This is an optimization exercise on Yosys and OpenROAD, whose aim is small area, not a production implementation. RTL that was checked went through simulation tests only; none was proved equivalent to the original. For run 1, only the layout was checked, not whether the RTL still works. Power is estimated from default activity; no workload was simulated.

==> flow/design.v <==
`timescale 1ns / 1ns
module alu_top(clk, a, b, s, result, zero);
input clk;
input [15:0] a, b;
input [3:0] s;
output reg [15:0] result;
output reg zero;
reg [15:0] a_q, b_q;
reg [3:0] s_q;
wire [15:0] alu_result;
wire alu_zero;
always @(posedge clk) begin
    a_q <= a;
    b_q <= b;
    s_q <= s;
    result <= alu_result;
    zero <= alu_zero;
end
alu u_alu(.a(a_q), .b(b_q), .s(s_q), .result(alu_result), .zero_detection(alu_zero));
endmodule

`timescale 1ns / 1ns
module three_to_one_mux(d0,d1,d2,s,y);
input [15:0] d0, d1, d2;
input [1:0] s;
output [15:0] y;
reg [15:0] y;
always@(d0 or d1 or d2 or s)
begin
case(s)
      2'b00  : y = d0;
      2'b01  : y = d1;
      2'b10  : y = d2;
      default : y = d0; 
endcase
end
endmodule
module rotate_right(n, value, result);
	input [15:0] n, value;
	output reg [15:0] result;
	reg [15:0] temp, temp2;
	always@(*)
	begin
		temp = 16'd0;
		temp2 = 16'd0;
		case(n[3:0])
			0:
				begin
				result = value;
				end
			1:
				begin
				temp = { {15 - 1 + 1{1'b0}}, value[1 - 1: 0] };
				temp2 = value >> 1;
				result = {temp[1 - 1: 0] , temp2[15 - 1: 0]};
				end
			2:
				begin
				temp = { {15 - 2 + 1{1'b0}}, value[2 - 1: 0] };
				temp2 = value >> 2;
				result = {temp[2 - 1: 0] , temp2[15 - 2: 0]};
				end
			3:
				begin
				temp = { {15 - 3 + 1{1'b0}}, value[3 - 1: 0] };
				temp2 = value >> 3;
				result = {temp[3 - 1: 0] , temp2[15 - 3: 0]};
				end
			4:
				begin
				temp = { {15 - 4 + 1{1'b0}}, value[4 - 1: 0] };
				temp2 = value >> 4;
				result = {temp[4 - 1: 0] , temp2[15 - 4: 0]};
				end
			5:
				begin
				temp = { {15 - 5 + 1{1'b0}}, value[5 - 1: 0] };
				temp2 = value >> 5;
				result = {temp[5 - 1: 0] , temp2[15 - 5: 0]};
				end
			6:
				begin
				temp = { {15 - 6 + 1{1'b0}}, value[6 - 1: 0] };
				temp2 = value >> 6;
				result = {temp[6 - 1: 0] , temp2[15 - 6: 0]};
				end
			7:
				begin
				temp = { {15 - 7 + 1{1'b0}}, value[7 - 1: 0] };
				temp2 = value >> 7;
				result = {temp[7 - 1: 0] , temp2[15 - 7: 0]};
				end
			8:
				begin
				temp = { {15 - 8 + 1{1'b0}}, value[8 - 1: 0] };
				temp2 = value >> 8;
				result = {temp[8 - 1: 0] , temp2[15 - 8: 0]};
				end
			9:
				begin
				temp = { {15 - 9 + 1{1'b0}}, value[9 - 1: 0] };
				temp2 = value >> 9;
				result = {temp[9 - 1: 0] , temp2[15 - 9: 0]};
				end
			10:
				begin
				temp = { {15 - 10 + 1{1'b0}}, value[10 - 1: 0] };
				temp2 = value >> 10;
				result = {temp[10 - 1: 0] , temp2[15 - 10: 0]};
				end
			11:
				begin
				temp = { {15 - 11 + 1{1'b0}}, value[11 - 1: 0] };
				temp2 = value >> 11;
				result = {temp[11 - 1: 0] , temp2[15 - 11: 0]};
				end
			12:
				begin
				temp = { {15 - 12 + 1{1'b0}}, value[12 - 1: 0] };
				temp2 = value >> 12;
				result = {temp[12 - 1: 0] , temp2[15 - 12: 0]};
				end
			13:
				begin
				temp = { {15 - 13 + 1{1'b0}}, value[13 - 1: 0] };
				temp2 = value >> 13;
				result = {temp[13 - 1: 0] , temp2[15 - 13: 0]};
				end
			14:
				begin
				temp = { {15 - 14 + 1{1'b0}}, value[14 - 1: 0] };
				temp2 = value >> 14;
				result = {temp[14 - 1: 0] , temp2[15 - 14: 0]};
				end
			15:
				begin
				temp = { {15 - 15 + 1{1'b0}}, value[15 - 1: 0] };
				temp2 = value >> 15;
				result = {temp[15 - 1: 0] , temp2[15 - 15: 0]};
				end
		endcase
	end
endmodule
module rotate_left(n, value, result);
	input [15:0] n, value;
	output reg [15:0] result;
	reg [15:0] temp, temp2;
	always@(*)
	begin
		temp = 16'd0;
		temp2 = 16'd0;
		case(n[3:0])
			0:
				begin
				result = value;
				end
			1:
				begin
				temp = { {15 - 1 + 1{1'b0}}, value[15:15 - 1 + 1] };
				temp2 = value << 1;
				result = {temp2[15:1] , temp[1 - 1:0]};
				end
			2:
				begin
				temp = { {15 - 2 + 1{1'b0}}, value[15:15 - 2 + 1] };
				temp2 = value << 2;
				result = {temp2[15:2] , temp[2 - 1:0]};
				end
			3:
				begin
				temp = { {15 - 3 + 1{1'b0}}, value[15:15 - 3 + 1] };
				temp2 = value << 3;
				result = {temp2[15:3] , temp[3 - 1:0]};
				end
			4:
				begin
				temp = { {15 - 4 + 1{1'b0}}, value[15:15 - 4 + 1] };
				temp2 = value << 4;
				result = {temp2[15:4] , temp[4 - 1:0]};
				end
			5:
				begin
				temp = { {15 - 5 + 1{1'b0}}, value[15:15 - 5 + 1] };
				temp2 = value << 5;
				result = {temp2[15:5] , temp[5 - 1:0]};
				end
			6:
				begin
				temp = { {15 - 6 + 1{1'b0}}, value[15:15 - 6 + 1] };
				temp2 = value << 6;
				result = {temp2[15:6] , temp[6 - 1:0]};
				end
			7:
				begin
				temp = { {15 - 7 + 1{1'b0}}, value[15:15 - 7 + 1] };
				temp2 = value << 7;
				result = {temp2[15:7] , temp[7 - 1:0]};
				end
			8:
				begin
				temp = { {15 - 8 + 1{1'b0}}, value[15:15 - 8 + 1] };
				temp2 = value << 8;
				result = {temp2[15:8] , temp[8 - 1:0]};
				end
			9:
				begin
				temp = { {15 - 9 + 1{1'b0}}, value[15:15 - 9 + 1] };
				temp2 = value << 9;
				result = {temp2[15:9] , temp[9 - 1:0]};
				end
			10:
				begin
				temp = { {15 - 10 + 1{1'b0}}, value[15:15 - 10 + 1] };
				temp2 = value << 10;
				result = {temp2[15:10] , temp[10 - 1:0]};
				end
			11:
				begin
				temp = { {15 - 11 + 1{1'b0}}, value[15:15 - 11 + 1] };
				temp2 = value << 11;
				result = {temp2[15:11] , temp[11 - 1:0]};
				end
			12:
				begin
				temp = { {15 - 12 + 1{1'b0}}, value[15:15 - 12 + 1] };
				temp2 = value << 12;
				result = {temp2[15:12] , temp[12 - 1:0]};
				end
			13:
				begin
				temp = { {15 - 13 + 1{1'b0}}, value[15:15 - 13 + 1] };
				temp2 = value << 13;
				result = {temp2[15:13] , temp[13 - 1:0]};
				end
			14:
				begin
				temp = { {15 - 14 + 1{1'b0}}, value[15:15 - 14 + 1] };
				temp2 = value << 14;
				result = {temp2[15:14] , temp[14 - 1:0]};
				end
			15:
				begin
				temp = { {15 - 15 + 1{1'b0}}, value[15:15 - 15 + 1] };
				temp2 = value << 15;
				result = {temp2[15:15] , temp[15 - 1:0]};
				end
		endcase
	end
endmodule
`timescale 1ns / 1ns
module alu(a, b, s, result, zero_detection);
  input [15:0] a, b;
  input [3:0] s;
  output [15:0] result;
  output zero_detection;
  genvar gi, gj;
  wire c_mul   = ~s[3] & ~s[2] & ~s[1] & s[0];         
  wire c_shift = s[3] & ~s[2] & s[1];                  
  wire c_shr   = c_shift & s[0];                       
  wire c_andor = s[3] & s[2] & ~s[1];                  
  wire c_arith = s[3] & (s[2] ~^ s[1]);                
  wire c_cmp   = s[3] & ~s[2] & ~s[1];                 
  wire b_small = (b[15:4] == 12'd0);                   
  wire rev = s[1] & s[0] & ~s[2];
  wire [15:0] xn;
  generate
    for (gi = 0; gi < 16; gi = gi + 1) begin : g_x
      alu_mux2i u_x(.a(a[gi]), .b(a[15-gi]), .s(rev), .y(xn[gi]));
    end
  endgenerate
  wire ysel_b = ~s[3];
  wire ysel_d = s[3] & ~s[2] & s[1];
  wire [15:0] dec = 16'd1 << b[3:0];
  wire [15:0] yn;
  alu_aoi221 u_y0(.a1(ysel_b), .a2(b[0]), .b1(ysel_d), .b2(dec[0]), .c(c_arith), .y(yn[0]));
  generate
    for (gj = 1; gj < 16; gj = gj + 1) begin : g_y
      alu_aoi22 u_y(.a1(ysel_b), .a2(b[gj]), .b1(ysel_d), .b2(dec[gj]), .y(yn[gj]));
    end
  endgenerate
  wire inv = ~(s[0] & s[1] & s[2]);
  wire [15:0] e = ({16{c_arith}} & (b ^ {16{inv}})) |
                  ({16{c_andor}} & (s[0] ? (a & b) : (a | b)));
  wire [15:0] en = ~e;
  wire cin = c_arith & ~s[0];
  wire t15 = c_cmp & s[0];
  wire [255:0] pp;
  generate
    for (gi = 0; gi < 16; gi = gi + 1) begin : g_pp_i
      for (gj = 0; gj < 16 - gi; gj = gj + 1) begin : g_pp_j
        if (gj == 1) begin : g_e
          alu_oai21 u_pp(.a1(xn[gi]), .a2(yn[gj]), .b(en[gi+1]), .y(pp[gi*16+gj]));
        end else begin : g_p
          alu_nor2 u_pp(.a(xn[gi]), .b(yn[gj]), .y(pp[gi*16+gj]));
        end
      end
    end
  endgenerate
  wire fs0, fc1;
  alu_fa u_fs0(.a(cin), .b(e[0]), .c(pp[0]), .s(fs0), .co(fc1));
  wire fs2, fc3;
  alu_fa u_fs2(.a(pp[16]), .b(pp[1]), .c(fc1), .s(fs2), .co(fc3));
  wire fs4, fc5;
  alu_fa u_fs4(.a(pp[17]), .b(pp[2]), .c(pp[32]), .s(fs4), .co(fc5));
  wire hs6, hc7;
  alu_ha u_hs6(.a(fs4), .b(fc3), .s(hs6), .co(hc7));
  wire fs8, fc9;
  alu_fa u_fs8(.a(pp[18]), .b(pp[33]), .c(pp[3]), .s(fs8), .co(fc9));
  wire fs10, fc11;
  alu_fa u_fs10(.a(pp[48]), .b(fc5), .c(fs8), .s(fs10), .co(fc11));
  wire hs12, hc13;
  alu_ha u_hs12(.a(fs10), .b(hc7), .s(hs12), .co(hc13));
  wire fs14, fc15;
  alu_fa u_fs14(.a(pp[19]), .b(pp[34]), .c(pp[49]), .s(fs14), .co(fc15));
  wire fs16, fc17;
  alu_fa u_fs16(.a(pp[4]), .b(pp[64]), .c(fc9), .s(fs16), .co(fc17));
  wire fs18, fc19;
  alu_fa u_fs18(.a(fs14), .b(fc11), .c(fs16), .s(fs18), .co(fc19));
  wire hs20, hc21;
  alu_ha u_hs20(.a(hc13), .b(fs18), .s(hs20), .co(hc21));
  wire fs22, fc23;
  alu_fa u_fs22(.a(pp[20]), .b(pp[35]), .c(pp[50]), .s(fs22), .co(fc23));
  wire fs24, fc25;
  alu_fa u_fs24(.a(pp[5]), .b(pp[65]), .c(pp[80]), .s(fs24), .co(fc25));
  wire fs26, fc27;
  alu_fa u_fs26(.a(fc15), .b(fs22), .c(fs24), .s(fs26), .co(fc27));
  wire fs28, fc29;
  alu_fa u_fs28(.a(fc17), .b(fs26), .c(fc19), .s(fs28), .co(fc29));
  wire hs30, hc31;
  alu_ha u_hs30(.a(hc21), .b(fs28), .s(hs30), .co(hc31));
  wire fs32, fc33;
  alu_fa u_fs32(.a(pp[21]), .b(pp[36]), .c(pp[51]), .s(fs32), .co(fc33));
  wire fs34, fc35;
  alu_fa u_fs34(.a(pp[66]), .b(pp[6]), .c(pp[81]), .s(fs34), .co(fc35));
  wire fs36, fc37;
  alu_fa u_fs36(.a(pp[96]), .b(fc23), .c(fc25), .s(fs36), .co(fc37));
  wire fs38, fc39;
  alu_fa u_fs38(.a(fs32), .b(fs34), .c(fc27), .s(fs38), .co(fc39));
  wire fs40, fc41;
  alu_fa u_fs40(.a(fs36), .b(fs38), .c(fc29), .s(fs40), .co(fc41));
  wire hs42, hc43;
  alu_ha u_hs42(.a(hc31), .b(fs40), .s(hs42), .co(hc43));
  wire fs44, fc45;
  alu_fa u_fs44(.a(pp[112]), .b(pp[22]), .c(pp[37]), .s(fs44), .co(fc45));
  wire fs46, fc47;
  alu_fa u_fs46(.a(pp[52]), .b(pp[67]), .c(pp[7]), .s(fs46), .co(fc47));
  wire fs48, fc49;
  alu_fa u_fs48(.a(pp[82]), .b(pp[97]), .c(fc33), .s(fs48), .co(fc49));
  wire fs50, fc51;
  alu_fa u_fs50(.a(fc35), .b(fs44), .c(fs46), .s(fs50), .co(fc51));
  wire fs52, fc53;
  alu_fa u_fs52(.a(fc37), .b(fs48), .c(fs50), .s(fs52), .co(fc53));
  wire fs54, fc55;
  alu_fa u_fs54(.a(fc39), .b(fs52), .c(fc41), .s(fs54), .co(fc55));
  wire hs56, hc57;
  alu_ha u_hs56(.a(hc43), .b(fs54), .s(hs56), .co(hc57));
  wire fs58, fc59;
  alu_fa u_fs58(.a(pp[113]), .b(pp[128]), .c(pp[23]), .s(fs58), .co(fc59));
  wire fs60, fc61;
  alu_fa u_fs60(.a(pp[38]), .b(pp[53]), .c(pp[68]), .s(fs60), .co(fc61));
  wire fs62, fc63;
  alu_fa u_fs62(.a(pp[83]), .b(pp[8]), .c(pp[98]), .s(fs62), .co(fc63));
  wire fs64, fc65;
  alu_fa u_fs64(.a(fc45), .b(fc47), .c(fs58), .s(fs64), .co(fc65));
  wire fs66, fc67;
  alu_fa u_fs66(.a(fs60), .b(fs62), .c(fc49), .s(fs66), .co(fc67));
  wire fs68, fc69;
  alu_fa u_fs68(.a(fc51), .b(fs64), .c(fs66), .s(fs68), .co(fc69));
  wire fs70, fc71;
  alu_fa u_fs70(.a(fc53), .b(fs68), .c(fc55), .s(fs70), .co(fc71));
  wire hs72, hc73;
  alu_ha u_hs72(.a(hc57), .b(fs70), .s(hs72), .co(hc73));
  wire fs74, fc75;
  alu_fa u_fs74(.a(pp[114]), .b(pp[129]), .c(pp[144]), .s(fs74), .co(fc75));
  wire fs76, fc77;
  alu_fa u_fs76(.a(pp[24]), .b(pp[39]), .c(pp[54]), .s(fs76), .co(fc77));
  wire fs78, fc79;
  alu_fa u_fs78(.a(pp[69]), .b(pp[84]), .c(pp[99]), .s(fs78), .co(fc79));
  wire fs80, fc81;
  alu_fa u_fs80(.a(pp[9]), .b(fc59), .c(fc61), .s(fs80), .co(fc81));
  wire fs82, fc83;
  alu_fa u_fs82(.a(fc63), .b(fs74), .c(fs76), .s(fs82), .co(fc83));
  wire fs84, fc85;
  alu_fa u_fs84(.a(fs78), .b(fc65), .c(fs80), .s(fs84), .co(fc85));
  wire fs86, fc87;
  alu_fa u_fs86(.a(fs82), .b(fc67), .c(fs84), .s(fs86), .co(fc87));
  wire fs88, fc89;
  alu_fa u_fs88(.a(fc69), .b(fs86), .c(fc71), .s(fs88), .co(fc89));
  wire hs90, hc91;
  alu_ha u_hs90(.a(hc73), .b(fs88), .s(hs90), .co(hc91));
  wire fs92, fc93;
  alu_fa u_fs92(.a(pp[100]), .b(pp[10]), .c(pp[115]), .s(fs92), .co(fc93));
  wire fs94, fc95;
  alu_fa u_fs94(.a(pp[130]), .b(pp[145]), .c(pp[160]), .s(fs94), .co(fc95));
  wire fs96, fc97;
  alu_fa u_fs96(.a(pp[25]), .b(pp[40]), .c(pp[55]), .s(fs96), .co(fc97));
  wire fs98, fc99;
  alu_fa u_fs98(.a(pp[70]), .b(pp[85]), .c(fc75), .s(fs98), .co(fc99));
  wire fs100, fc101;
  alu_fa u_fs100(.a(fc77), .b(fc79), .c(fs92), .s(fs100), .co(fc101));
  wire fs102, fc103;
  alu_fa u_fs102(.a(fs94), .b(fs96), .c(fc81), .s(fs102), .co(fc103));
  wire fs104, fc105;
  alu_fa u_fs104(.a(fs98), .b(fc83), .c(fs100), .s(fs104), .co(fc105));
  wire fs106, fc107;
  alu_fa u_fs106(.a(fc85), .b(fs102), .c(fs104), .s(fs106), .co(fc107));
  wire fs108, fc109;
  alu_fa u_fs108(.a(fc87), .b(fs106), .c(fc89), .s(fs108), .co(fc109));
  wire hs110, hc111;
  alu_ha u_hs110(.a(hc91), .b(fs108), .s(hs110), .co(hc111));
  wire fs112, fc113;
  alu_fa u_fs112(.a(pp[101]), .b(pp[116]), .c(pp[11]), .s(fs112), .co(fc113));
  wire fs114, fc115;
  alu_fa u_fs114(.a(pp[131]), .b(pp[146]), .c(pp[161]), .s(fs114), .co(fc115));
  wire fs116, fc117;
  alu_fa u_fs116(.a(pp[176]), .b(pp[26]), .c(pp[41]), .s(fs116), .co(fc117));
  wire fs118, fc119;
  alu_fa u_fs118(.a(pp[56]), .b(pp[71]), .c(pp[86]), .s(fs118), .co(fc119));
  wire fs120, fc121;
  alu_fa u_fs120(.a(fc93), .b(fc95), .c(fc97), .s(fs120), .co(fc121));
  wire fs122, fc123;
  alu_fa u_fs122(.a(fs112), .b(fs114), .c(fs116), .s(fs122), .co(fc123));
  wire fs124, fc125;
  alu_fa u_fs124(.a(fs118), .b(fc99), .c(fc101), .s(fs124), .co(fc125));
  wire fs126, fc127;
  alu_fa u_fs126(.a(fs120), .b(fs122), .c(fc103), .s(fs126), .co(fc127));
  wire fs128, fc129;
  alu_fa u_fs128(.a(fs124), .b(fc105), .c(fs126), .s(fs128), .co(fc129));
  wire fs130, fc131;
  alu_fa u_fs130(.a(fc107), .b(fs128), .c(fc109), .s(fs130), .co(fc131));
  wire hs132, hc133;
  alu_ha u_hs132(.a(hc111), .b(fs130), .s(hs132), .co(hc133));
  wire fs134, fc135;
  alu_fa u_fs134(.a(pp[102]), .b(pp[117]), .c(pp[12]), .s(fs134), .co(fc135));
  wire fs136, fc137;
  alu_fa u_fs136(.a(pp[132]), .b(pp[147]), .c(pp[162]), .s(fs136), .co(fc137));
  wire fs138, fc139;
  alu_fa u_fs138(.a(pp[177]), .b(pp[192]), .c(pp[27]), .s(fs138), .co(fc139));
  wire fs140, fc141;
  alu_fa u_fs140(.a(pp[42]), .b(pp[57]), .c(pp[72]), .s(fs140), .co(fc141));
  wire fs142, fc143;
  alu_fa u_fs142(.a(pp[87]), .b(fc113), .c(fc115), .s(fs142), .co(fc143));
  wire fs144, fc145;
  alu_fa u_fs144(.a(fc117), .b(fc119), .c(fs134), .s(fs144), .co(fc145));
  wire fs146, fc147;
  alu_fa u_fs146(.a(fs136), .b(fs138), .c(fs140), .s(fs146), .co(fc147));
  wire fs148, fc149;
  alu_fa u_fs148(.a(fc121), .b(fc123), .c(fs142), .s(fs148), .co(fc149));
  wire fs150, fc151;
  alu_fa u_fs150(.a(fs144), .b(fs146), .c(fc125), .s(fs150), .co(fc151));
  wire fs152, fc153;
  alu_fa u_fs152(.a(fs148), .b(fc127), .c(fs150), .s(fs152), .co(fc153));
  wire fs154, fc155;
  alu_fa u_fs154(.a(fc129), .b(fs152), .c(fc131), .s(fs154), .co(fc155));
  wire hs156, hc157;
  alu_ha u_hs156(.a(hc133), .b(fs154), .s(hs156), .co(hc157));
  wire fs158, fc159;
  alu_fa u_fs158(.a(pp[103]), .b(pp[118]), .c(pp[133]), .s(fs158), .co(fc159));
  wire fs160, fc161;
  alu_fa u_fs160(.a(pp[13]), .b(pp[148]), .c(pp[163]), .s(fs160), .co(fc161));
  wire fs162, fc163;
  alu_fa u_fs162(.a(pp[178]), .b(pp[193]), .c(pp[208]), .s(fs162), .co(fc163));
  wire fs164, fc165;
  alu_fa u_fs164(.a(pp[28]), .b(pp[43]), .c(pp[58]), .s(fs164), .co(fc165));
  wire fs166, fc167;
  alu_fa u_fs166(.a(pp[73]), .b(pp[88]), .c(fc135), .s(fs166), .co(fc167));
  wire fs168, fc169;
  alu_fa u_fs168(.a(fc137), .b(fc139), .c(fc141), .s(fs168), .co(fc169));
  wire fs170, fc171;
  alu_fa u_fs170(.a(fs158), .b(fs160), .c(fs162), .s(fs170), .co(fc171));
  wire fs172, fc173;
  alu_fa u_fs172(.a(fs164), .b(fc143), .c(fc145), .s(fs172), .co(fc173));
  wire fs174, fc175;
  alu_fa u_fs174(.a(fs166), .b(fc147), .c(fs168), .s(fs174), .co(fc175));
  wire fs176, fc177;
  alu_fa u_fs176(.a(fs170), .b(fc149), .c(fs172), .s(fs176), .co(fc177));
  wire fs178, fc179;
  alu_fa u_fs178(.a(fs174), .b(fc151), .c(fs176), .s(fs178), .co(fc179));
  wire fs180, fc181;
  alu_fa u_fs180(.a(fc153), .b(fs178), .c(fc155), .s(fs180), .co(fc181));
  wire hs182, hc183;
  alu_ha u_hs182(.a(hc157), .b(fs180), .s(hs182), .co(hc183));
  wire fs184, fc185;
  alu_fa u_fs184(.a(pp[104]), .b(pp[119]), .c(pp[134]), .s(fs184), .co(fc185));
  wire fs186, fc187;
  alu_fa u_fs186(.a(pp[149]), .b(pp[14]), .c(pp[164]), .s(fs186), .co(fc187));
  wire fs188, fc189;
  alu_fa u_fs188(.a(pp[179]), .b(pp[194]), .c(pp[209]), .s(fs188), .co(fc189));
  wire fs190, fc191;
  alu_fa u_fs190(.a(pp[224]), .b(pp[29]), .c(pp[44]), .s(fs190), .co(fc191));
  wire fs192, fc193;
  alu_fa u_fs192(.a(pp[59]), .b(pp[74]), .c(pp[89]), .s(fs192), .co(fc193));
  wire fs194, fc195;
  alu_fa u_fs194(.a(fc159), .b(fc161), .c(fc163), .s(fs194), .co(fc195));
  wire fs196, fc197;
  alu_fa u_fs196(.a(fc165), .b(fs184), .c(fs186), .s(fs196), .co(fc197));
  wire fs198, fc199;
  alu_fa u_fs198(.a(fs188), .b(fs190), .c(fs192), .s(fs198), .co(fc199));
  wire fs200, fc201;
  alu_fa u_fs200(.a(fc167), .b(fc169), .c(fc171), .s(fs200), .co(fc201));
  wire fs202, fc203;
  alu_fa u_fs202(.a(fs194), .b(fs196), .c(fs198), .s(fs202), .co(fc203));
  wire fs204, fc205;
  alu_fa u_fs204(.a(fc173), .b(fc175), .c(fs200), .s(fs204), .co(fc205));
  wire fs206, fc207;
  alu_fa u_fs206(.a(fs202), .b(fc177), .c(fs204), .s(fs206), .co(fc207));
  wire fs208, fc209;
  alu_fa u_fs208(.a(fc179), .b(fs206), .c(fc181), .s(fs208), .co(fc209));
  wire hs210, hc211;
  alu_ha u_hs210(.a(hc183), .b(fs208), .s(hs210), .co(hc211));
  wire xs212;
  alu_xor u_xs212(.a(t15), .b(pp[105]), .y(xs212));
  wire xs213;
  alu_xor u_xs213(.a(pp[120]), .b(pp[135]), .y(xs213));
  wire xs214;
  alu_xor u_xs214(.a(pp[150]), .b(pp[15]), .y(xs214));
  wire xs215;
  alu_xor u_xs215(.a(pp[165]), .b(pp[180]), .y(xs215));
  wire xs216;
  alu_xor u_xs216(.a(pp[195]), .b(pp[210]), .y(xs216));
  wire xs217;
  alu_xor u_xs217(.a(pp[225]), .b(pp[240]), .y(xs217));
  wire xs218;
  alu_xor u_xs218(.a(pp[30]), .b(pp[45]), .y(xs218));
  wire xs219;
  alu_xor u_xs219(.a(pp[60]), .b(pp[75]), .y(xs219));
  wire xs220;
  alu_xor u_xs220(.a(pp[90]), .b(xs212), .y(xs220));
  wire xs221;
  alu_xor u_xs221(.a(xs213), .b(xs214), .y(xs221));
  wire xs222;
  alu_xor u_xs222(.a(xs215), .b(xs216), .y(xs222));
  wire xs223;
  alu_xor u_xs223(.a(xs217), .b(xs218), .y(xs223));
  wire xs224;
  alu_xor u_xs224(.a(xs219), .b(xs220), .y(xs224));
  wire xs225;
  alu_xor u_xs225(.a(xs221), .b(xs222), .y(xs225));
  wire xs226;
  alu_xor u_xs226(.a(xs223), .b(fc185), .y(xs226));
  wire xs227;
  alu_xor u_xs227(.a(fc187), .b(fc189), .y(xs227));
  wire xs228;
  alu_xor u_xs228(.a(fc191), .b(fc193), .y(xs228));
  wire xs229;
  alu_xor u_xs229(.a(xs224), .b(xs225), .y(xs229));
  wire xs230;
  alu_xor u_xs230(.a(xs226), .b(xs227), .y(xs230));
  wire xs231;
  alu_xor u_xs231(.a(xs228), .b(xs229), .y(xs231));
  wire xs232;
  alu_xor u_xs232(.a(xs230), .b(fc195), .y(xs232));
  wire xs233;
  alu_xor u_xs233(.a(fc197), .b(fc199), .y(xs233));
  wire xs234;
  alu_xor u_xs234(.a(xs231), .b(xs232), .y(xs234));
  wire xs235;
  alu_xor u_xs235(.a(xs233), .b(xs234), .y(xs235));
  wire xs236;
  alu_xor u_xs236(.a(fc201), .b(fc203), .y(xs236));
  wire xs237;
  alu_xor u_xs237(.a(xs235), .b(xs236), .y(xs237));
  wire xs238;
  alu_xor u_xs238(.a(fc205), .b(xs237), .y(xs238));
  wire xs239;
  alu_xor u_xs239(.a(xs238), .b(fc207), .y(xs239));
  wire xs240;
  alu_xor u_xs240(.a(xs239), .b(fc209), .y(xs240));
  wire xs241;
  alu_xor u_xs241(.a(xs240), .b(hc211), .y(xs241));
  wire [15:0] p = {xs241, hs210, hs182, hs156, hs132, hs110, hs90, hs72, hs56, hs42, hs30, hs20, hs12, hs6, fs2, fs0};
  wire top_ne = a[15] ^ b[15];
  wire cmp_top = a[15] ^ ~s[0];                        
  wire keep = c_mul | c_andor | (s[3] & s[2] & s[1]) | (c_shift & b_small);
  wire sel_p = keep & ~c_shr;
  wire sel_r = c_shr & b_small;
  wire sel_c = c_cmp & ~top_ne;                        
  wire one_c = c_cmp & top_ne & cmp_top;               
  alu_ao221 u_r0(.a1(p[0]), .a2(sel_p), .b1(p[15]), .b2(sel_r | sel_c), .c(one_c), .y(result[0]));
  generate
    for (gi = 1; gi < 16; gi = gi + 1) begin : g_r
      alu_ao22 u_r(.a1(p[gi]), .a2(sel_p), .b1(p[15-gi]), .b2(sel_r), .y(result[gi]));
    end
  endgenerate
  wire any_lo = keep & (p[13:0] != 14'd0);
  alu_aoi221 u_z(.a1(p[15]), .a2(keep | sel_c), .b1(p[14]), .b2(keep), .c(any_lo | one_c), .y(zero_detection));
endmodule
module alu_fa(a, b, c, s, co);
  input a, b, c;
  output s, co;
  assign s = a ^ b ^ c;
  assign co = (a & b) | (a & c) | (b & c);
endmodule
module alu_ha(a, b, s, co);
  input a, b;
  output s, co;
  assign s = a ^ b;
  assign co = a & b;
endmodule
module alu_xor(a, b, y);
  input a, b;
  output y;
  assign y = a ^ b;
endmodule
module alu_nor2(a, b, y);
  input a, b;
  output y;
  assign y = ~(a | b);
endmodule
module alu_oai21(a1, a2, b, y);
  input a1, a2, b;
  output y;
  assign y = ~((a1 | a2) & b);
endmodule
module alu_mux2i(a, b, s, y);
  input a, b, s;
  output y;
  assign y = ~(s ? b : a);
endmodule
module alu_aoi22(a1, a2, b1, b2, y);
  input a1, a2, b1, b2;
  output y;
  assign y = ~((a1 & a2) | (b1 & b2));
endmodule
module alu_aoi221(a1, a2, b1, b2, c, y);
  input a1, a2, b1, b2, c;
  output y;
  assign y = ~((a1 & a2) | (b1 & b2) | c);
endmodule
module alu_ao22(a1, a2, b1, b2, y);
  input a1, a2, b1, b2;
  output y;
  assign y = (a1 & a2) | (b1 & b2);
endmodule
module alu_ao221(a1, a2, b1, b2, c, y);
  input a1, a2, b1, b2, c;
  output y;
  assign y = (a1 & a2) | (b1 & b2) | c;
endmodule
==> flow/flow/run.sh <==
#!/bin/bash
# The standard layout (standard.sh: the standard synthesis, then ORFS to
# finish), with the smallest buffer, sky130_fd_sc_hd__buf_1, on every port.
set -euo pipefail
bash standard.sh "BUFFER_PORTS_ARGS=-buffer_cell sky130_fd_sc_hd__buf_1" finish > orfs_make.log 2>&1
==> flow/standard.sh <==
#!/bin/bash
# synth_recipe.tcl (not shown) runs the flow's synth.tcl, then flattens the netlist and writes it again
# the make line also repeats each setting of config.mk as NAME=value (left out here)
make -C /OpenROAD-flow-scripts/flow DESIGN_CONFIG=/design/flow/config.mk WORK_HOME=/design/flow/orfs CLKGATE_MAP_FILE= SYNTH_SCRIPT=/design/flow/synth_recipe.tcl "${@:-finish}"
==> flow/config.mk <==
export PLATFORM = sky130hd
export DESIGN_NAME = alu_top
export DESIGN_NICKNAME = alu_top
export VERILOG_FILES = /design/flow/design.v
export SDC_FILE = /design/flow/constraint.sdc
export NUM_CORES = 4
export LEC_CHECK = 0
export CAP_MARGIN = 20
export CORE_MARGIN = 2
export CORE_UTILIZATION = 65
export GPL_TIMING_DRIVEN = 0
export PLACE_DENSITY = 0.75
export SLEW_MARGIN = 20
export SYNTH_HIERARCHICAL = 1
export SYNTH_MINIMUM_KEEP_SIZE = 0
==> flow/constraint.sdc <==
create_clock -name core_clock -period 8.0 [get_ports {clk}]
set_input_delay 1.6000 -clock core_clock [delete_from_list [all_inputs] [get_ports {clk}]]
set_output_delay 1.6000 -clock core_clock [all_outputs]
set_load 0.01 [all_outputs]
==> impl_metrics.csv, run 1 <==
group,metric,value,unit
setup_path,required,8.21,ns
layout,diodes,0,
sta,finalCriticalPeriod,7.82,ns
setup_path,critPathLaunchType,"flop",
yosys,synthFlopType,"dfxtp_1",
layout,syn_to_final_growth,16.1,%
setup_path,critPathMaxFanout,11,
yosys,ys_types,40,
route,first_pass_iters,5,
layout,final_util,0.770,
floorplanning,die_width,95.1,um
yosys,synth_commonest_cells,"nor2_1, fa_1, dfxtp_1",
setup_path,crit_arrival,8.03,ns
yosys,ys_seq_area_frac,0.197,
floorplanning,pin_count,54,
clock_network,cts_made_buffers,5,
flow_run,cap_violations,0,
global_route,grt_overflow,0,
power_and_ir_drop,power.density,244,nW/um^2
route,wirelength_met1,5.93,mm
sta,setup_slack,0.182,ns
yosys,synth_top_cell_area_share,0.345,
layout,multi_input_area,4320,sq um
power_and_ir_drop,leakagePower,2.75,nW
route,viasPerCell,6.41,
yosys,ys_ff_latch,53,
route,drt_iter0_drc,489,
sta,finalSetupTns,0,ns
sta,relSlewSlack,0.249,
layout,fillCellCount,574,
floorplanning,start_util,0.664,
layout,nets,779,
clock_network,hold_buffers,0,
global_route,grt_pass1_vias,4674,
sta,finalClockSkew,0.0157,ns
yosys,synth_top_family_by_area,"adder cells",
place,dp_cells,699,
yosys,synth_top_area_cell,"fa_1",
route,wl_per_cell,21.1,um
yosys,synthMuxAreaShare,0.0317,
place,portBuffers,53,
global_route,grt_start_max_net_pins,21,
setup_path,crit_chain,"clkbuf_2 -> and3b_4 -> buf_12 -> mux2i_4 -> o21ai_1 -> fa_1 -> fa_1 -> fa_1 -> fa_1 -> fa_1 -> fa_1 -> fa_1 -> fa_1 -> fa_1 -> fa_1 -> fa_1 -> fa_1 -> fa_1 -> ha_1 -> xor2_1 -> a221o_1",
power_and_ir_drop,ir_drop,0.121,mV
route,remaining_drc_errors,0,
floorplanning,rows,33,
global_route,antenna_found_initial,0,
hold_path,hold_depth,3,
sta,tightest_slew,1.09,ns
layout,final_layout_size_suffix_gt1_frac,0.142,
layout,seq_area,1060,sq um
yosys,synthArstFlopShare,0,
clock_network,cts_tree,"yes",
yosys,synth_cells,541,
yosys,syn_nets,686,
setup_path,slowest_stage,"fa_1",
yosys,synthXorXnorAreaFrac,0.0519,
yosys,synth-edff-count,0,
clock_network,cts_root_buf,"clkbuf_8",
place,gp_congestion,0.947,
yosys,yosysMostFrequentCell,"nor2_1",
sta,hold_viol,0,
route,drtAntennaViolNets,0,
floorplanning,die_y,95.1,um
setup_path,r2r_cells,21,
clock_network,cts_sinks,53,
yosys,yosys.area_share.simple,0.141,
route,vias,4745,
place,hpwl,10.9,mm
clock_network,clk_pin_slew,0.10,ns
setup_path,worstSetupEndpointType,"flop",
outcome,status,"complete, no violations",
yosys,synth-compound-area-share,0.145,
global_route,grt_usage,0.362,
power_and_ir_drop,power,1.53,mW
floorplanning,coreArea,8130,sq um
route,routed_wl,15.6,mm
route,wl_met3,1.68,mm
clock_network,htree_levels,2,
setup_path,crit_type,"reg2reg",
sta,max_freq,128,MHz
clock_network,insertion_delay,0.33,ns
global_route,grt_pass1_wl,24.4,mm
place,pre_cts_ws,-0.952,ns
yosys,synth-adder-area-share,0.407,
layout,layoutNonFillerInstCount,740,
yosys,netlist_area,5400,sq um
clock_network,cts_max_path_buffers,2,
yosys,avgSynthCellArea,9.98,sq um
setup_path,max_stage_delay,0.51,ns
route,highest-signal-layer,"met4",
sta,final_max_slew_viol_count,0,
yosys,synth_area_leaders,"fa_1, dfxtp_1, nor2_1",
yosys,yosys_warnings,7,
floorplanning,dieArea,9050,sq um
sta,period_share,0.977,
setup_path,crit_top_cell,"fa_1",
hold_path,hold_class,"reg2reg",
route,dr_wl_met2,7.24,mm
sta,setup_viol,0,
## registers in the layout, summed over array words and instances (netlist names)
register  flops
a_q          16
b_q          16
s_q           4
zero          1
result       16
## what timing repair did
item / CTS / global route
cloned: 1 / 1
setup buffers: 23 / 10
pin swaps: 5 / 1
resized for setup: 12 / 12
endpoints found under the setup margin: 7 / 5
## modules after synthesis (local to each module, per instance), a selection
| module | cells inside | copies in the design |
|---|---|---|
| alu | 167 | 1 |
| alu_fa | 1 | 93 |
| alu_aoi22 | 1 | 15 |
| alu_mux2i | 1 | 16 |
| alu_ao22 | 1 | 15 |
| alu_xor | 1 | 30 |
| alu_nor2 | 1 | 121 |
## power breakdown
part	switching [mW]	internal (mW)	total, mW
Sequential	0.0195	0.300	0.319
Clock	0.0982	0.104	0.202
Combinational	0.582	0.426	1.01
## path summary, 6_finish.rpt
| path | slack [ns] | end | start |
|---|---|---|---|
| max | 0.18 | result[0]$_DFF_P_ | s_q[2]$_DFF_P_ |
| min | 0.89 | result[0]$_DFF_P_ | a_q[15]$_DFF_P_ |
| max reg2reg | 0.18 | result[0]$_DFF_P_ | s_q[2]$_DFF_P_ |
| min reg2reg | 0.89 | result[0]$_DFF_P_ | a_q[15]$_DFF_P_ |
## logic make-up after synthesis
| kind of cell | after synthesis |
|---|---|
| flip-flops | 53 |
| buffers and inverters | 36 |
| AO/OA/AOI/OAI | 100 |
| XOR/XNOR | 32 |
| AND/OR/NAND/NOR | 180 |
| adder cells (fa/ha/maj) | 123 |
| multiplexers | 17 |
## layout make-up
type                            instances  area share
Buffer                                 14      0.0106
Multi-Input combinational cell        453       0.690
Timing Repair Buffer                   86      0.0753
Inverter                               20      0.0132
Sequential cell                        53       0.170
Clock inverter                          2     0.00659
Timing Repair inverter                  1    0.000799
Tap cell                              105      0.0210
Clock buffer                            6      0.0132
## worst max-delay path: cells and delay by family, from the launching register on
family,cells,cell delay (ns)
adders and majority gates,14,5.63
AOI/OAI and AO/OA,2,0.47
DFF,1,0.37
and+or+nand+nor,1,0.37
buffers and inverters,2,0.36
muxes,1,0.33
xor gates and xnor gates,1,0.20
## layer usage
metal / up-vias / track usage
met5: - / 0
met4: 0 / 0.149
met3: 70 / 0.0711
met2: 340 / 0.572
met1: 2301 / 0.490
li1: 2034 / -
## layout by cell type, fill, tap and decap left out, types with 20 or more instances in the layout
cell type	n
buf_1	54
buf_4	31
dfxtp_1	52
fa_1	93
nor2_1	146
o21ai_0	20
o21ai_1	26
xor2_1	30
## metrics by stage
stage | area (sq um) | hold WS, ns
finish | 6270 | 0.889
global placement | 5740 | 0.825
global route | 6270 | 0.944
floorplan | 5410 | 0.748
CTS | 6150 | 0.862
detailed placement | 5760 | 0.830
==> run 2, diff against run 1 <==
--- a/flow/design.v
+++ b/flow/design.v
@@ -253,46 +253,30 @@
   input [3:0] s;
   output [15:0] result;
   output zero_detection;
-  genvar gi, gj;
-  wire c_mul   = ~s[3] & ~s[2] & ~s[1] & s[0];         
-  wire c_shift = s[3] & ~s[2] & s[1];                  
-  wire c_shr   = c_shift & s[0];                       
+  wire c_shr   = s[3] & ~s[2] & s[1] & s[0];           
   wire c_andor = s[3] & s[2] & ~s[1];                  
   wire c_arith = s[3] & (s[2] ~^ s[1]);                
   wire c_cmp   = s[3] & ~s[2] & ~s[1];                 
-  wire b_small = (b[15:4] == 12'd0);                   
-  wire rev = s[1] & s[0] & ~s[2];
-  wire [15:0] xn;
-  generate
-    for (gi = 0; gi < 16; gi = gi + 1) begin : g_x
-      alu_mux2i u_x(.a(a[gi]), .b(a[15-gi]), .s(rev), .y(xn[gi]));
-    end
-  endgenerate
-  wire ysel_b = ~s[3];
-  wire ysel_d = s[3] & ~s[2] & s[1];
-  wire [15:0] dec = 16'd1 << b[3:0];
-  wire [15:0] yn;
-  alu_aoi221 u_y0(.a1(ysel_b), .a2(b[0]), .b1(ysel_d), .b2(dec[0]), .c(c_arith), .y(yn[0]));
-  generate
-    for (gj = 1; gj < 16; gj = gj + 1) begin : g_y
-      alu_aoi22 u_y(.a1(ysel_b), .a2(b[gj]), .b1(ysel_d), .b2(dec[gj]), .y(yn[gj]));
-    end
-  endgenerate
+  wire b_small = (b[15:4] == 12'd0);
+  wire keep    = s[3] ? (s[2] | s[1] & b_small) : (s[2:0] == 3'b001);
+  wire [15:0] a_rev = {a[0], a[1], a[2], a[3], a[4], a[5], a[6], a[7],
+                       a[8], a[9], a[10], a[11], a[12], a[13], a[14], a[15]};
+  wire [15:0] x = (s[1] & s[0] & ~s[2]) ? a_rev : a;
+  wire [15:0] onehot = 16'd1 << b[3:0];
+  wire [15:0] y = ~s[3] ? b : (s[1] & ~s[2]) ? onehot : {15'd0, ~(s[2] & ~s[1])};
   wire inv = ~(s[0] & s[1] & s[2]);
   wire [15:0] e = ({16{c_arith}} & (b ^ {16{inv}})) |
                   ({16{c_andor}} & (s[0] ? (a & b) : (a | b)));
-  wire [15:0] en = ~e;
   wire cin = c_arith & ~s[0];
-  wire t15 = c_cmp & s[0];
   wire [255:0] pp;
+  genvar gi, gj;
   generate
     for (gi = 0; gi < 16; gi = gi + 1) begin : g_pp_i
-      for (gj = 0; gj < 16 - gi; gj = gj + 1) begin : g_pp_j
-        if (gj == 1) begin : g_e
-          alu_oai21 u_pp(.a1(xn[gi]), .a2(yn[gj]), .b(en[gi+1]), .y(pp[gi*16+gj]));
-        end else begin : g_p
-          alu_nor2 u_pp(.a(xn[gi]), .b(yn[gj]), .y(pp[gi*16+gj]));
-        end
+      for (gj = 0; gj < 16; gj = gj + 1) begin : g_pp_j
+        if (gj == 1)
+          assign pp[gi*16+gj] = (x[gi] & y[gj]) | e[gi+1];
+        else
+          assign pp[gi*16+gj] = x[gi] & y[gj];
       end
     end
   endgenerate
@@ -509,81 +493,69 @@
   wire hs210, hc211;
   alu_ha u_hs210(.a(hc183), .b(fs208), .s(hs210), .co(hc211));
   wire xs212;
-  alu_xor u_xs212(.a(t15), .b(pp[105]), .y(xs212));
+  alu_xor u_xs212(.a(pp[105]), .b(pp[120]), .y(xs212));
   wire xs213;
-  alu_xor u_xs213(.a(pp[120]), .b(pp[135]), .y(xs213));
+  alu_xor u_xs213(.a(pp[135]), .b(pp[150]), .y(xs213));
   wire xs214;
-  alu_xor u_xs214(.a(pp[150]), .b(pp[15]), .y(xs214));
+  alu_xor u_xs214(.a(pp[15]), .b(pp[165]), .y(xs214));
   wire xs215;
-  alu_xor u_xs215(.a(pp[165]), .b(pp[180]), .y(xs215));
+  alu_xor u_xs215(.a(pp[180]), .b(pp[195]), .y(xs215));
   wire xs216;
-  alu_xor u_xs216(.a(pp[195]), .b(pp[210]), .y(xs216));
+  alu_xor u_xs216(.a(pp[210]), .b(pp[225]), .y(xs216));
   wire xs217;
-  alu_xor u_xs217(.a(pp[225]), .b(pp[240]), .y(xs217));
+  alu_xor u_xs217(.a(pp[240]), .b(pp[30]), .y(xs217));
   wire xs218;
-  alu_xor u_xs218(.a(pp[30]), .b(pp[45]), .y(xs218));
+  alu_xor u_xs218(.a(pp[45]), .b(pp[60]), .y(xs218));
   wire xs219;
-  alu_xor u_xs219(.a(pp[60]), .b(pp[75]), .y(xs219));
+  alu_xor u_xs219(.a(pp[75]), .b(pp[90]), .y(xs219));
   wire xs220;
-  alu_xor u_xs220(.a(pp[90]), .b(xs212), .y(xs220));
+  alu_xor u_xs220(.a(xs212), .b(xs213), .y(xs220));
   wire xs221;
-  alu_xor u_xs221(.a(xs213), .b(xs214), .y(xs221));
+  alu_xor u_xs221(.a(xs214), .b(xs215), .y(xs221));
   wire xs222;
-  alu_xor u_xs222(.a(xs215), .b(xs216), .y(xs222));
+  alu_xor u_xs222(.a(xs216), .b(xs217), .y(xs222));
   wire xs223;
-  alu_xor u_xs223(.a(xs217), .b(xs218), .y(xs223));
+  alu_xor u_xs223(.a(xs218), .b(xs219), .y(xs223));
   wire xs224;
-  alu_xor u_xs224(.a(xs219), .b(xs220), .y(xs224));
+  alu_xor u_xs224(.a(xs220), .b(xs221), .y(xs224));
   wire xs225;
-  alu_xor u_xs225(.a(xs221), .b(xs222), .y(xs225));
+  alu_xor u_xs225(.a(xs222), .b(xs223), .y(xs225));
   wire xs226;
-  alu_xor u_xs226(.a(xs223), .b(fc185), .y(xs226));
+  alu_xor u_xs226(.a(fc185), .b(fc187), .y(xs226));
   wire xs227;
-  alu_xor u_xs227(.a(fc187), .b(fc189), .y(xs227));
+  alu_xor u_xs227(.a(fc189), .b(fc191), .y(xs227));
   wire xs228;
-  alu_xor u_xs228(.a(fc191), .b(fc193), .y(xs228));
+  alu_xor u_xs228(.a(fc193), .b(xs224), .y(xs228));
   wire xs229;
-  alu_xor u_xs229(.a(xs224), .b(xs225), .y(xs229));
+  alu_xor u_xs229(.a(xs225), .b(xs226), .y(xs229));
   wire xs230;
-  alu_xor u_xs230(.a(xs226), .b(xs227), .y(xs230));
+  alu_xor u_xs230(.a(xs227), .b(xs228), .y(xs230));
   wire xs231;
-  alu_xor u_xs231(.a(xs228), .b(xs229), .y(xs231));
+  alu_xor u_xs231(.a(xs229), .b(fc195), .y(xs231));
   wire xs232;
-  alu_xor u_xs232(.a(xs230), .b(fc195), .y(xs232));
+  alu_xor u_xs232(.a(fc197), .b(fc199), .y(xs232));
   wire xs233;
-  alu_xor u_xs233(.a(fc197), .b(fc199), .y(xs233));
+  alu_xor u_xs233(.a(xs230), .b(xs231), .y(xs233));
   wire xs234;
-  alu_xor u_xs234(.a(xs231), .b(xs232), .y(xs234));
+  alu_xor u_xs234(.a(xs232), .b(xs233), .y(xs234));
   wire xs235;
-  alu_xor u_xs235(.a(xs233), .b(xs234), .y(xs235));
+  alu_xor u_xs235(.a(fc201), .b(fc203), .y(xs235));
   wire xs236;
-  alu_xor u_xs236(.a(fc201), .b(fc203), .y(xs236));
+  alu_xor u_xs236(.a(xs234), .b(xs235), .y(xs236));
   wire xs237;
-  alu_xor u_xs237(.a(xs235), .b(xs236), .y(xs237));
+  alu_xor u_xs237(.a(fc205), .b(xs236), .y(xs237));
   wire xs238;
-  alu_xor u_xs238(.a(fc205), .b(xs237), .y(xs238));
+  alu_xor u_xs238(.a(xs237), .b(fc207), .y(xs238));
   wire xs239;
-  alu_xor u_xs239(.a(xs238), .b(fc207), .y(xs239));
+  alu_xor u_xs239(.a(xs238), .b(fc209), .y(xs239));
   wire xs240;
-  alu_xor u_xs240(.a(xs239), .b(fc209), .y(xs240));
-  wire xs241;
-  alu_xor u_xs241(.a(xs240), .b(hc211), .y(xs241));
-  wire [15:0] p = {xs241, hs210, hs182, hs156, hs132, hs110, hs90, hs72, hs56, hs42, hs30, hs20, hs12, hs6, fs2, fs0};
-  wire top_ne = a[15] ^ b[15];
-  wire cmp_top = a[15] ^ ~s[0];                        
-  wire keep = c_mul | c_andor | (s[3] & s[2] & s[1]) | (c_shift & b_small);
-  wire sel_p = keep & ~c_shr;
-  wire sel_r = c_shr & b_small;
-  wire sel_c = c_cmp & ~top_ne;                        
-  wire one_c = c_cmp & top_ne & cmp_top;               
-  alu_ao221 u_r0(.a1(p[0]), .a2(sel_p), .b1(p[15]), .b2(sel_r | sel_c), .c(one_c), .y(result[0]));
-  generate
-    for (gi = 1; gi < 16; gi = gi + 1) begin : g_r
-      alu_ao22 u_r(.a1(p[gi]), .a2(sel_p), .b1(p[15-gi]), .b2(sel_r), .y(result[gi]));
-    end
-  endgenerate
-  wire any_lo = keep & (p[13:0] != 14'd0);
-  alu_aoi221 u_z(.a1(p[15]), .a2(keep | sel_c), .b1(p[14]), .b2(keep), .c(any_lo | one_c), .y(zero_detection));
+  alu_xor u_xs240(.a(xs239), .b(hc211), .y(xs240));
+  wire [15:0] p = {xs240, hs210, hs182, hs156, hs132, hs110, hs90, hs72, hs56, hs42, hs30, hs20, hs12, hs6, fs2, fs0};
+  wire [15:0] p_rev = {p[0], p[1], p[2], p[3], p[4], p[5], p[6], p[7],
+                       p[8], p[9], p[10], p[11], p[12], p[13], p[14], p[15]};
+  wire cmp = (a[15] ^ b[15]) ? (a[15] ^ ~s[0]) : (p[15] ^ s[0]);
+  assign result = ({16{keep & ~c_cmp}} & (c_shr ? p_rev : p)) | {15'd0, c_cmp & cmp};
+  assign zero_detection = (result == 16'd0);
 endmodule
 module alu_fa(a, b, c, s, co);
   input a, b, c;
@@ -602,38 +574,3 @@
   output y;
   assign y = a ^ b;
 endmodule
-module alu_nor2(a, b, y);
-  input a, b;
-  output y;
-  assign y = ~(a | b);
-endmodule
-module alu_oai21(a1, a2, b, y);
-  input a1, a2, b;
-  output y;
-  assign y = ~((a1 | a2) & b);
-endmodule
-module alu_mux2i(a, b, s, y);
-  input a, b, s;
-  output y;
-  assign y = ~(s ? b : a);
-endmodule
-module alu_aoi22(a1, a2, b1, b2, y);
-  input a1, a2, b1, b2;
-  output y;
-  assign y = ~((a1 & a2) | (b1 & b2));
-endmodule
-module alu_aoi221(a1, a2, b1, b2, c, y);
-  input a1, a2, b1, b2, c;
-  output y;
-  assign y = ~((a1 & a2) | (b1 & b2) | c);
-endmodule
-module alu_ao22(a1, a2, b1, b2, y);
-  input a1, a2, b1, b2;
-  output y;
-  assign y = (a1 & a2) | (b1 & b2);
-endmodule
-module alu_ao221(a1, a2, b1, b2, c, y);
-  input a1, a2, b1, b2, c;
-  output y;
-  assign y = (a1 & a2) | (b1 & b2) | c;
-endmodule
==> run 2 against run 1 <==
Net effect: first-iteration DRC count is 10% lower; sequential power barely moved; register-to-register slack got worse by 0.04 ns; total power is 6.5% higher; combinational power up 14%; still clean on timing, DRC and antenna; cell area fell by 4.2%; sequential cell count unchanged; via count fell by 6.6%; synthesized cell count decreased by 3.0%; critical path type unchanged.
==> impl_metrics.csv, run 2 <==
group,metric,value,unit
layout,layoutNonFillerInstCount,699,
yosys,ys_ff_latch,53,
layout,final_layout_size_suffix_gt1_frac,0.146,
clock_network,clk_pin_slew,0.10,ns
floorplanning,rows,32,
setup_path,crit_chain,"and2b_1 -> nand2_4 -> mux2i_4 -> buf_2 -> nor2_1 -> fa_2 -> fa_2 -> fa_2 -> fa_2 -> fa_2 -> fa_2 -> fa_2 -> fa_1 -> fa_1 -> fa_1 -> fa_1 -> fa_2 -> fa_2 -> ha_4 -> xor2_4 -> mux2i_2 -> xnor2_1 -> o32a_1",
sta,period_share,0.982,
clock_network,cts_max_path_buffers,2,
power_and_ir_drop,p_seq_frac,0.196,
yosys,syn_nets,672,
clock_network,cts_tree,"yes",
route,first_pass_iters,5,
layout,top_regs,"a_q x16, b_q x16, result x16",
global_route,antenna_found_initial,0,
clock_network,cts_made_buffers,5,
global_route,grt_pass1_vias,4499,
layout,final_util,0.773,
yosys,avgSynthCellArea,9.94,sq um
yosys,yosys_warnings,8,
sta,max_freq,127,MHz
sta,final_max_slew_viol_count,0,
power_and_ir_drop,p_int,0.848,mW
floorplanning,dieArea,8760,sq um
route,routed_wl,14.5,mm
layout,final_cell_area,6000,sq um
layout,nets,743,
flow_run,cap_violations,0,
yosys,ys_seq_area_frac,0.203,
yosys,synth_top_cell_area_share,0.357,
layout,syn_to_final_growth,15.1,%
route,drt_iter0_drc,439,
sta,finalSetupTns,0,ns
sta,finalClockSkew,0.0147,ns
layout,diodes,0,
sta,finalCriticalPeriod,7.86,ns
setup_path,critPathLaunchType,"flop",
power_and_ir_drop,power_switching,0.781,mW
sta,relSlewSlack,0.233,
yosys,synthFlopType,"dfxtp_1",
clock_network,hold_buffers,0,
yosys,synthArstFlopShare,0,
route,remaining_drc_errors,0,
global_route,grt_pass1_wl,22.8,mm
route,wl_per_cell,20.7,um
setup_path,crit_top_cell,"fa_2",
layout,final_common_cell,"nor2_1",
clock_network,htree_levels,2,
floorplanning,pin_count,54,
setup_path,r2r_cells,23,
setup_path,crit_type,"reg2reg",
floorplanning,die_width,93.6,um
sta,tightest_slew,1.12,ns
outcome,status,"complete, no violations",
floorplanning,die_y,93.6,um
yosys,yosysMostFrequentCell,"nor2_1",
route,drtAntennaViolNets,0,
hold_path,hold_class,"reg2reg",
yosys,netlist_area,5220,sq um
power_and_ir_drop,power.density,271,nW/um^2
place,dp_cells,680,
power_and_ir_drop,power.share.combinational,0.704,
route,viasPerCell,6.34,
hold_path,hold_depth,1,
setup_path,worstSetupEndpointType,"flop",
yosys,synth_commonest_cells,"nor2_1, fa_1, dfxtp_1",
global_route,met3_usage,0.0564,
global_route,met1_usage,0.444,
power_and_ir_drop,ir_drop,0.193,mV
power_and_ir_drop,swShare,0.479,
yosys,synth_top_area_cell,"fa_1",
setup_path,critPathMaxFanout,10,
layout,layout_common_cells,"nor2_1, fa_1, buf_1",
sta,setup_viol,0,
route,vias,4433,
setup_path,max_stage_delay,0.59,ns
global_route,grt_usage,0.344,
setup_path,required,8.21,ns
global_route,grt_use_met2,0.591,
global_route,top_usage_layer,"met2",
clock_network,cts_root_buf,"clkbuf_8",
place,portBuffers,53,
setup_path,crit_arrival,8.07,ns
clock_network,cts_sinks,53,
clock_network,insertion_delay,0.33,ns
place,gp_congestion,0.999,
yosys,synth-edff-count,0,
floorplanning,coreArea,7770,sq um
setup_path,slowest_stage,"fa_2",
power_and_ir_drop,leakagePower,2.67,nW
yosys,ys_types,37,
floorplanning,start_util,0.672,
place,hpwl,10.6,mm
global_route,grt_overflow,0,
global_route,grt_start_max_net_pins,19,
yosys,synth_cells,525,
yosys,synth_area_leaders,"fa_1, dfxtp_1, nor2_1",
power_and_ir_drop,pwr-share-clk,0.100,
sta,hold_viol,0,
place,post_dp_cell_area,5540,sq um
## run 2: power groups by stage
stage                     sequential, mW  combinational, mW  clock [mW]
after floorplan                    0.332              0.672           0
after global placement             0.323              0.985           0
after detailed placement           0.323               1.01           0
after CTS                          0.318               1.13       0.165
after global routing               0.323               1.25       0.176
final                              0.320               1.15       0.163
## run 2: per-stage QoR
stage	power (mW)	worst slack (ns)	hold slack (ns)
after floorplan	1.00	0.158	0.551
after global placement	1.31	-0.837	0.619
after detailed placement	1.33	-0.928	0.636
after CTS	1.61	0.00329	0.564
after global routing	1.75	-0.0124	0.580
final	1.63	0.141	0.564
## run 2: critical path: cells and delay by family (launching register included)
kind                     cells  cell delay [ns]
AO/OA/AOI/OAI                1             0.33
adder cells (fa/ha/maj)     14             5.27
AND/OR/NAND/NOR              3             0.55
flip-flops                   1             0.41
multiplexers                 2             0.50
XOR/XNOR                     2             0.37
buffers and inverters        1             0.32
## run 2: final cells by class
type / instances / area (sq um)
multi-input combinational: 439 / 4230
buffer: 24 / 156
timing repair buffer: 66 / 297
tap: 102 / 128
clock buffer: 5 / 68.8
fill: 554 / 1760
sequential: 53 / 1070
inverter: 7 / 30.0
clock inverter: 3 / 25.0
## run 2: timing repair
action | CTS | global route
setup endpoints to repair | 5 | 2
resized for setup | 51 | 23
pin swaps | 7 | 4
cloned | 0 | 0
setup buffers | 10 | 3
## run 2: worst paths after layout
path / from / endpoint / slack [ns]
setup / recovery: s_q[2]$_DFF_P_ / zero$_DFF_P_ / 0.14
hold / removal: s_q[2]$_DFF_P_ / result[0]$_DFF_P_ / 0.56
setup reg to reg: s_q[2]$_DFF_P_ / zero$_DFF_P_ / 0.14
hold reg to reg: s_q[2]$_DFF_P_ / result[0]$_DFF_P_ / 0.56
## run 2: modules after synthesis, one instance, submodules excluded
module   flip-flops and latches  times used
alu                           0           1
alu_top                      53           1
alu_fa                        0          93
alu_ha                        0          13
alu_xor                       0          29
## run 2: cells by family (layout without fill, tap and decap cells)
logic type | Yosys count | in the layout | share of synthesized area
flops | 53 | 53 | 0.203
simple gates | 184 | 184 | 0.145
fa+ha+maj | 125 | 125 | 0.426
xor+xnor | 46 | 46 | 0.0772
mux | 17 | 17 | 0.0326
buf+inv | 33 | 105 | 0.0300
compound gates | 67 | 67 | 0.0849
## run 2: routing by layer
layer	up-vias	share of wire	routed length [um]
li1	1878	-	-
met1	2168	0.36	5230
met2	313	0.48	6980
met3	74	0.11	1590
met4	0	0.045	645
met5	-	0	0

==> afterwards: timing with drivers on the ports <==
In the flow no input, the clock included, has a driving cell. The finished layouts below were timed again as built, in two steps.
Step 1 sets driving cells, clkbuf_16 on the clock port and buf_2 on the other inputs (assumed; they add their load-dependent delay and slew).
Step 2, shift: input delay + t, output delay - t, t = (earliest + latest rising clock arrival at the registers) / 2. This alone moves slack from input paths to output paths.
Slacks: no drivers / after step 1 / after step 2; pairs: no drivers / after step 1.
run | t, ns | setup slack, ns | latest minus earliest clock arrival (ns)
run 1 | 0.345 | 0.182 / 0.182 / 0.182 | 0.026 / 0.025
run 2 | 0.348 | 0.141 / 0.141 / 0.141 | 0.015 / 0.015
After both steps every run listed still meets setup and hold.
